Background: an optimization exercise with open tools, aiming at small area. Do not read the settings as production practice. RTL that was checked went through simulation tests only; none was proved equivalent to the original.

==> job 5580 <==
Design pitch_correction, start of the top module:
module pitch_correction(
    input wire clk,
    input wire reset,
    input wire [31:0] S_AXIS_DATA_0_tdata,
    input wire  S_AXIS_DATA_0_tlast,
    output wire S_AXIS_DATA_0_tready,
    input wire  S_AXIS_DATA_0_tvalid,
    output wire [31:0] m_axis_data_tdata,
    output wire        m_axis_data_tlast,
    input  wire        m_axis_data_tready,
    output wire        m_axis_data_tvalid,
    output wire [15:0] m_axis_config_tdata,
    input  wire m_axis_config_tready,
    output wire m_axis_config_tvalid,
    output wire [31:0] monitor_fft_out,
    output wire monitor_fft_vld,
    output wire [31:0] monitor_pitch_out,
    output wire monitor_pitch_vld,
    input wire pitch_enable
    );
==> module aomux, before the edit <==
module aomux #(parameter N = 32) (
    input  wire [N*32-1:0] d,
    input  wire [N-1:0]    s,
    output wire [31:0]     q
);
    localparam G = (N + 2) / 3;
    wire [G*3*32-1:0] dd = {{(G*3-N)*32{1'b0}}, d};
    wire [G*3-1:0]    ss = {{(G*3-N){1'b0}}, s};
    genvar b, k;
    generate
        for (b = 0; b < 32; b = b + 1) begin : g_bit
            wire [G-1:0] t;
            for (k = 0; k < G; k = k + 1) begin : g_grp
                if (3*k + 2 < N) begin : g3
                    ao3n u (.a1(dd[(3*k)*32+b]),   .a2(ss[3*k]),
                            .b1(dd[(3*k+1)*32+b]), .b2(ss[3*k+1]),
                            .c1(dd[(3*k+2)*32+b]), .c2(ss[3*k+2]), .y(t[k]));
                end else if (3*k + 1 < N) begin : g2
                    ao3n u (.a1(dd[(3*k)*32+b]),   .a2(ss[3*k]),
                            .b1(dd[(3*k+1)*32+b]), .b2(ss[3*k+1]),
                            .c1(dd[(3*k+1)*32+b]), .c2(ss[3*k+1]), .y(t[k]));
                end else begin : g1
                    assign t[k] = ~(dd[(3*k)*32+b] & ss[3*k]);
                end
            end
            assign q[b] = ~&t;
        end
    endgenerate
endmodule
==> module pitch_correction, before the edit <==
module pitch_correction(
    input wire clk,
    input wire reset,
    input wire [31:0] S_AXIS_DATA_0_tdata,
    input wire  S_AXIS_DATA_0_tlast,
    output wire S_AXIS_DATA_0_tready,
    input wire  S_AXIS_DATA_0_tvalid,
    output wire [31:0] m_axis_data_tdata,
    output wire        m_axis_data_tlast,
    input  wire        m_axis_data_tready,
    output wire        m_axis_data_tvalid,
    output wire [15:0] m_axis_config_tdata,
    input  wire m_axis_config_tready,
    output wire m_axis_config_tvalid,
    output wire [31:0] monitor_fft_out,
    output wire monitor_fft_vld,
    output wire [31:0] monitor_pitch_out,
    output wire monitor_pitch_vld,
    input wire pitch_enable
    );
    localparam LS = 3;               
    localparam S  = 1 << LS;
    localparam NT = 256 / S;         
    wire        in_v = S_AXIS_DATA_0_tvalid;
    wire [31:0] din  = S_AXIS_DATA_0_tdata;
    reg rst_d, cfg_v;
    always @(posedge clk) begin
        rst_d <= reset;
        cfg_v <= rst_d;
    end
    assign m_axis_config_tvalid = cfg_v;
    assign m_axis_config_tdata  = 16'h0001;
    assign m_axis_data_tlast    = 1'b0;
    assign monitor_fft_out      = din;
    assign monitor_fft_vld      = in_v;
    localparam FILLING = 2'd0, READY = 2'd1, EMPTYING = 2'd2;
    reg  [1:0] state;
    reg  [7:0] wp;        
    reg  [7:0] rp;        
    reg        ovld;
    wire       acc     = ovld & m_axis_data_tready;
    wire       lastacc = acc & (rp == 8'd255);
    always @(posedge clk) begin
        if (reset) begin
            state <= FILLING;
            wp    <= 8'd0;
            rp    <= 8'd0;
            ovld  <= 1'b0;
        end else begin
            if (in_v)
                wp <= wp + 8'd1;
            case (state)
                FILLING:  if (wp == 8'd255) state <= READY;
                READY:    if (acc) state <= EMPTYING;
                EMPTYING: if (lastacc) state <= FILLING;
                default:  state <= state;
            endcase
            if (state == READY)
                ovld <= 1'b1;
            else if (state == FILLING || lastacc)
                ovld <= 1'b0;
            if (acc)
                rp <= rp + 8'd1;
            else if (state == FILLING)
                rp <= 8'd0;
        end
    end
    wire        lower = ~wp[7];
    wire [30:0] xsq;
    sqsum u_sq (.re(din[15:0]), .im(din[31:16]), .x(xsq));
    reg  [30:0] nb;
    reg  [6:0]  peak;
    wire        first = (wp[6:0] == 7'd0);
    wire        gt    = first ? ~&xsq : (xsq < nb);
    wire        upd   = in_v & lower & gt;
    wire        cap_x = in_v & lower & (gt | (wp[6:0] == 7'd10) |
                                        (~first & (&nb) & (wp[6:0] == peak)));
    wire        cap_y = in_v & wp[7] & ((wp[6:0] == 7'd10) | (wp[6:0] == peak));
    always @(posedge clk) begin
        if (in_v & lower & (first | gt))
            nb <= xsq;
        if (reset)
            peak <= 7'd0;
        else if (upd)
            peak <= wp[6:0];
    end
    wire [31:0]   dconj = {(~din[31:16]) + 16'd1, din[15:0]};
    reg  [8191:0] ring;
    always @(posedge clk)
        ring <= {ring[8159:0], in_v ? dconj : ring[8191:8160]};
    wire [NT*32-1:0] taps;
    genvar g;
    generate
        for (g = 0; g < NT; g = g + 1) begin : g_tap
            assign taps[g*32 +: 32] = ring[g*S*32 +: 32];
        end
    endgenerate
    reg  [7:0]      stl;
    reg  [(S-1)*32-1:0] dl;
    wire [NT-1:0]   tsel = {{(NT-1){1'b0}}, 1'b1} << stl[7:LS];
    wire [31:0]     tap;
    aomux #(.N(NT)) u_tap (.d(taps), .s(tsel), .q(tap));
    always @(posedge clk) begin
        stl <= ovld ? stl + {7'd0, ~m_axis_data_tready} : 8'd0;
        dl  <= {dl[(S-2)*32-1:0], tap};
    end
    wire [S-1:0] ssel = {{(S-1){1'b0}}, 1'b1} << stl[LS-1:0];
    wire [31:0]  stream;
    aomux #(.N(S)) u_stream (.d({dl, tap}), .s(ssel), .q(stream));
    reg         cap_xd, cap_yd;
    reg  [31:0] cx, cy;
    wire        swp = (rp[6:0] == 7'd10) | (rp[6:0] == peak);
    always @(posedge clk) begin
        cap_xd <= cap_x;
        cap_yd <= cap_y;
        if (cap_xd | (acc & swp & ~rp[7]))
            cx <= stream;
        if (cap_yd | (acc & swp & rp[7]))
            cy <= stream;
    end
    wire [3:0]  osel = {~pitch_enable,
                        pitch_enable & swp & rp[7],
                        pitch_enable & swp & ~rp[7],
                        pitch_enable & ~swp};
    wire [31:0] rd;
    aomux #(.N(4)) u_out (.d({din, cy, cx, stream}), .s(osel), .q(rd));
    assign m_axis_data_tdata    = rd;
    assign m_axis_data_tvalid   = pitch_enable ? ovld : in_v;
    assign S_AXIS_DATA_0_tready = pitch_enable | m_axis_data_tready;
    assign monitor_pitch_out    = rd;
    assign monitor_pitch_vld    = ovld;
endmodule
Settings: LEC_CHECK=0, CAP_MARGIN=20, CORE_MARGIN=2, CORE_UTILIZATION=68, SLEW_MARGIN=20, SYNTH_HIERARCHICAL=1; clock period 15.0 ns.
standard.sh (not shown) runs the stock make flow with config.mk's settings and CLKGATE_MAP_FILE= SYNTH_SCRIPT=/design/flow/synth_recipe.tcl, a recipe that flattens the netlist after the stock synthesis.
==> flow/flow/run.sh <==
#!/bin/bash
# Own layout flow: the standard flow (standard.sh, standard synthesis
# included), with clock tree synthesis run without dummy loads and the port
# buffers made with the smallest buffer (repair_design still resizes them).
# Each tool's full output stays in orfs/logs/; make's output goes to
# flow_make.log.
set -euo pipefail
export CTS_ARGS="-sink_clustering_enable -repair_clock_nets -dont_use_dummy_load -buf_list sky130_fd_sc_hd__clkbuf_4 -root_buf sky130_fd_sc_hd__clkbuf_16 -sink_clustering_size 11 -sink_clustering_max_diameter 30"
export BUFFER_PORTS_ARGS="-buffer_cell sky130_fd_sc_hd__buf_1"
bash standard.sh finish > flow_make.log 2>&1
==> job 7836 (differences from job 5580) <==
--- a/flow/flow/run.sh
+++ b/flow/flow/run.sh
@@ -7,3 +7,3 @@
 set -euo pipefail
-export CTS_ARGS="-sink_clustering_enable -repair_clock_nets -dont_use_dummy_load -buf_list sky130_fd_sc_hd__clkbuf_4 -root_buf sky130_fd_sc_hd__clkbuf_16 -sink_clustering_size 11 -sink_clustering_max_diameter 30"
+export CTS_ARGS="-sink_clustering_enable -repair_clock_nets -dont_use_dummy_load -buf_list sky130_fd_sc_hd__clkbuf_16 -root_buf sky130_fd_sc_hd__clkbuf_16 -sink_clustering_size 32 -sink_clustering_max_diameter 45"
 export BUFFER_PORTS_ARGS="-buffer_cell sky130_fd_sc_hd__buf_1"
Settings changed: CORE_UTILIZATION 68 to 70.
==> job 5250 (differences from job 5580) <==
--- a/flow/design.v
+++ b/flow/design.v
@@ -19,5 +19,4 @@
                 end else if (3*k + 1 < N) begin : g2
-                    ao3n u (.a1(dd[(3*k)*32+b]),   .a2(ss[3*k]),
-                            .b1(dd[(3*k+1)*32+b]), .b2(ss[3*k+1]),
-                            .c1(dd[(3*k+1)*32+b]), .c2(ss[3*k+1]), .y(t[k]));
+                    ao2n u (.a1(dd[(3*k)*32+b]),   .a2(ss[3*k]),
+                            .b1(dd[(3*k+1)*32+b]), .b2(ss[3*k+1]), .y(t[k]));
                 end else begin : g1
@@ -36,2 +35,8 @@
 endmodule
+module ao2n (
+    input  wire a1, a2, b1, b2,
+    output wire y
+);
+    assign y = ~((a1 & a2) | (b1 & b2));
+endmodule
 module sqsum (
@@ -527,5 +532,6 @@
     );
-    localparam LS = 3;               
-    localparam S  = 1 << LS;
-    localparam NT = 256 / S;         
+    localparam S  = 6;               
+    localparam NT = 43;              
+    localparam F  = S - 1;           
+    localparam LF = 3;               
     wire        in_v = S_AXIS_DATA_0_tvalid;
@@ -579,11 +585,9 @@
     reg  [6:0]  peak;
-    wire        first = (wp[6:0] == 7'd0);
-    wire        gt    = first ? ~&xsq : (xsq < nb);
-    wire        upd   = in_v & lower & gt;
+    wire        gt  = (xsq < nb);
+    wire        upd = in_v & lower & gt;
     wire        cap_x = in_v & lower & (gt | (wp[6:0] == 7'd10) |
-                                        (~first & (&nb) & (wp[6:0] == peak)));
+                                        ((&nb) & (wp[6:0] == peak)));
     wire        cap_y = in_v & wp[7] & ((wp[6:0] == 7'd10) | (wp[6:0] == peak));
     always @(posedge clk) begin
-        if (in_v & lower & (first | gt))
-            nb <= xsq;
+        nb <= ~in_v ? {31{1'b1}} : upd ? xsq : nb;
         if (reset)
@@ -604,14 +608,49 @@
     endgenerate
-    reg  [7:0]      stl;
-    reg  [(S-1)*32-1:0] dl;
-    wire [NT-1:0]   tsel = {{(NT-1){1'b0}}, 1'b1} << stl[7:LS];
-    wire [31:0]     tap;
+    reg  [5:0]    pt;
+    reg  [2:0]    ph;
+    reg  [LF-1:0] n, hd, tl;
+    reg  [F*32-1:0] q;
+    wire          aligned = (ph == 3'd0);
+    wire          empty   = (n == {LF{1'b0}});
+    wire          fetch   = aligned & ((n != F[LF-1:0]) | acc);
+    wire          push    = fetch & ~(empty & acc);
+    wire          pop     = acc & ~empty;
+    wire [NT-1:0] tsel    = {{(NT-1){1'b0}}, 1'b1} << pt;
+    wire [31:0]   tap;
     aomux #(.N(NT)) u_tap (.d(taps), .s(tsel), .q(tap));
     always @(posedge clk) begin
-        stl <= ovld ? stl + {7'd0, ~m_axis_data_tready} : 8'd0;
-        dl  <= {dl[(S-2)*32-1:0], tap};
+        if (!ovld) begin
+            pt <= 6'd0;
+            ph <= 3'd0;
+            n  <= {LF{1'b0}};
+            hd <= {LF{1'b0}};
+            tl <= {LF{1'b0}};
+        end else begin
+            if (!fetch) begin
+                if (pt == NT - 1 && ph == 3'd3) begin
+                    pt <= 6'd0;
+                    ph <= 3'd0;
+                end else if (ph == S - 1) begin
+                    pt <= pt + 6'd1;
+                    ph <= 3'd0;
+                end else
+                    ph <= ph + 3'd1;
+            end
+            n  <= n + {{(LF-1){1'b0}}, push} - {{(LF-1){1'b0}}, pop};
+            if (pop)
+                hd <= (hd == F - 1) ? {LF{1'b0}} : hd + 1'b1;
+            if (push)
+                tl <= (tl == F - 1) ? {LF{1'b0}} : tl + 1'b1;
+        end
     end
-    wire [S-1:0] ssel = {{(S-1){1'b0}}, 1'b1} << stl[LS-1:0];
-    wire [31:0]  stream;
-    aomux #(.N(S)) u_stream (.d({dl, tap}), .s(ssel), .q(stream));
+    generate
+        for (g = 0; g < F; g = g + 1) begin : g_q
+            always @(posedge clk)
+                if (push && tl == g)
+                    q[g*32 +: 32] <= tap;
+        end
+    endgenerate
+    wire [F:0]  ssel = {empty, {{(F-1){1'b0}}, ~empty} << hd};
+    wire [31:0] stream;
+    aomux #(.N(F + 1)) u_stream (.d({tap, q}), .s(ssel), .q(stream));
     reg         cap_xd, cap_yd;
--- a/flow/flow/run.sh
+++ b/flow/flow/run.sh
@@ -7,3 +7,3 @@
 set -euo pipefail
-export CTS_ARGS="-sink_clustering_enable -repair_clock_nets -dont_use_dummy_load -buf_list sky130_fd_sc_hd__clkbuf_4 -root_buf sky130_fd_sc_hd__clkbuf_16 -sink_clustering_size 11 -sink_clustering_max_diameter 30"
+export CTS_ARGS="-sink_clustering_enable -repair_clock_nets -dont_use_dummy_load -buf_list sky130_fd_sc_hd__clkbuf_4 -root_buf sky130_fd_sc_hd__clkbuf_16 -sink_clustering_size 11 -sink_clustering_max_diameter 35"
 export BUFFER_PORTS_ARGS="-buffer_cell sky130_fd_sc_hd__buf_1"
Settings changed: CAP_MARGIN 20 to 40, CORE_UTILIZATION 68 to 55, SLEW_MARGIN 20 to 50.
==> comparison <==
Die area: job 5250 > job 5580 > job 7836.
Setup slack: job 5250 > job 5580 > job 7836.
Design area: job 5250 is larger than job 5580 (1.8%).
Core utilization: job 5250 < job 5580 < job 7836.
Critical path depth is the same in job 5250 and job 5580.
Sequential cell count: job 5250 is lower than job 5580 (54).
Register-to-register slack: job 5580 is worse than job 7836 (90 ps).
Non-clock buffer count: job 7836 < job 5580 < job 5250.
The lowest clock skew belongs to job 7836, the highest to job 5580.
The highest final cell count belongs to job 5250, the lowest to job 7836.
==> figures <==
metric	job 5580	job 7836	job 5250
Vias per std cell	5.03	5.19	4.92
Delay of the slowest cell on the worst path	720 ps	700 ps	600 ps
First-iteration detailed-routing DRC count	6155	7017	7203
Simple-gate share of the synthesized area	0.0174	0.0174	0.0204
Relative area of clock buffers and inverters in the final design	0.0347	0.0647	0.0327
Floorplan die area	282000 µm²	274000 µm²	352000 µm²
Status	complete, no violations	complete, no violations	complete, no violations
Layout inverter count without the clock tree	105	105	115
Number of instances in the synthesized netlist	10500	10500	10800
Slew Limit Headroom	0.199	0.245	0.472
Clock latency on the worst-skew pair	1380 ps	990 ps	1340 ps
Cell type of the slowest stage on the worst timing path	sky130_fd_sc_hd__buf_1	sky130_fd_sc_hd__nor2_4	sky130_fd_sc_hd__fa_1
GRT Util Overall	0.232	0.257	0.212
Share of final layout cell area taken by non-clock buffers	0.00669	0.00579	0.00901
Setup WS pre-CTS	2980 ps	3070 ps	3610 ps
Worst clock skew	224 ps	91.9 ps	129 ps
Worst EP arrival	11690 ps	11590 ps	11390 ps
Initial standard-cell utilization of the core	0.684	0.704	0.553
Total via count in the routed design	77000	76400	80600
Syn Area/Cell	18.0 µm²	18.0 µm²	17.8 µm²
Post-Synth Adder-Cell Area	0.0281	0.0281	0.0287
Function not checked in job 5250: the RTL went through the layout flow alone.

[port drivers added, routing unchanged]
In the flow no input, the clock included, has a driving cell. The finished layouts below were timed again as built, in two steps. Step 1: set_driving_cell puts a clkbuf_16 on clk and a buf_2 on each other input, an assumption about the parent block. Step 2 also shifts input and output timing later by t, the mid clock arrival at the registers, as if the neighbouring blocks saw the same clock. a / b / c = ideal ports / drivers / drivers and shift; a / b = the first two.
run	t, ns	slack for setup (ns)	worst setup path at the end	clock arrival spread, ns
job 5580	1.353	4.135 / 4.202 / 2.849	input to register	0.262 / 0.262
job 7836	1.047	3.928 / 3.994 / 2.947	input to register	0.120 / 0.120
job 5250	1.378	4.761 / 4.833 / 3.455	input to register	0.208 / 0.207
After both steps setup and hold are still met in every run listed. The setup slack of job 5250, which loses most, moves by +0.072 ns with the drivers and by -1.306 ns with both steps.
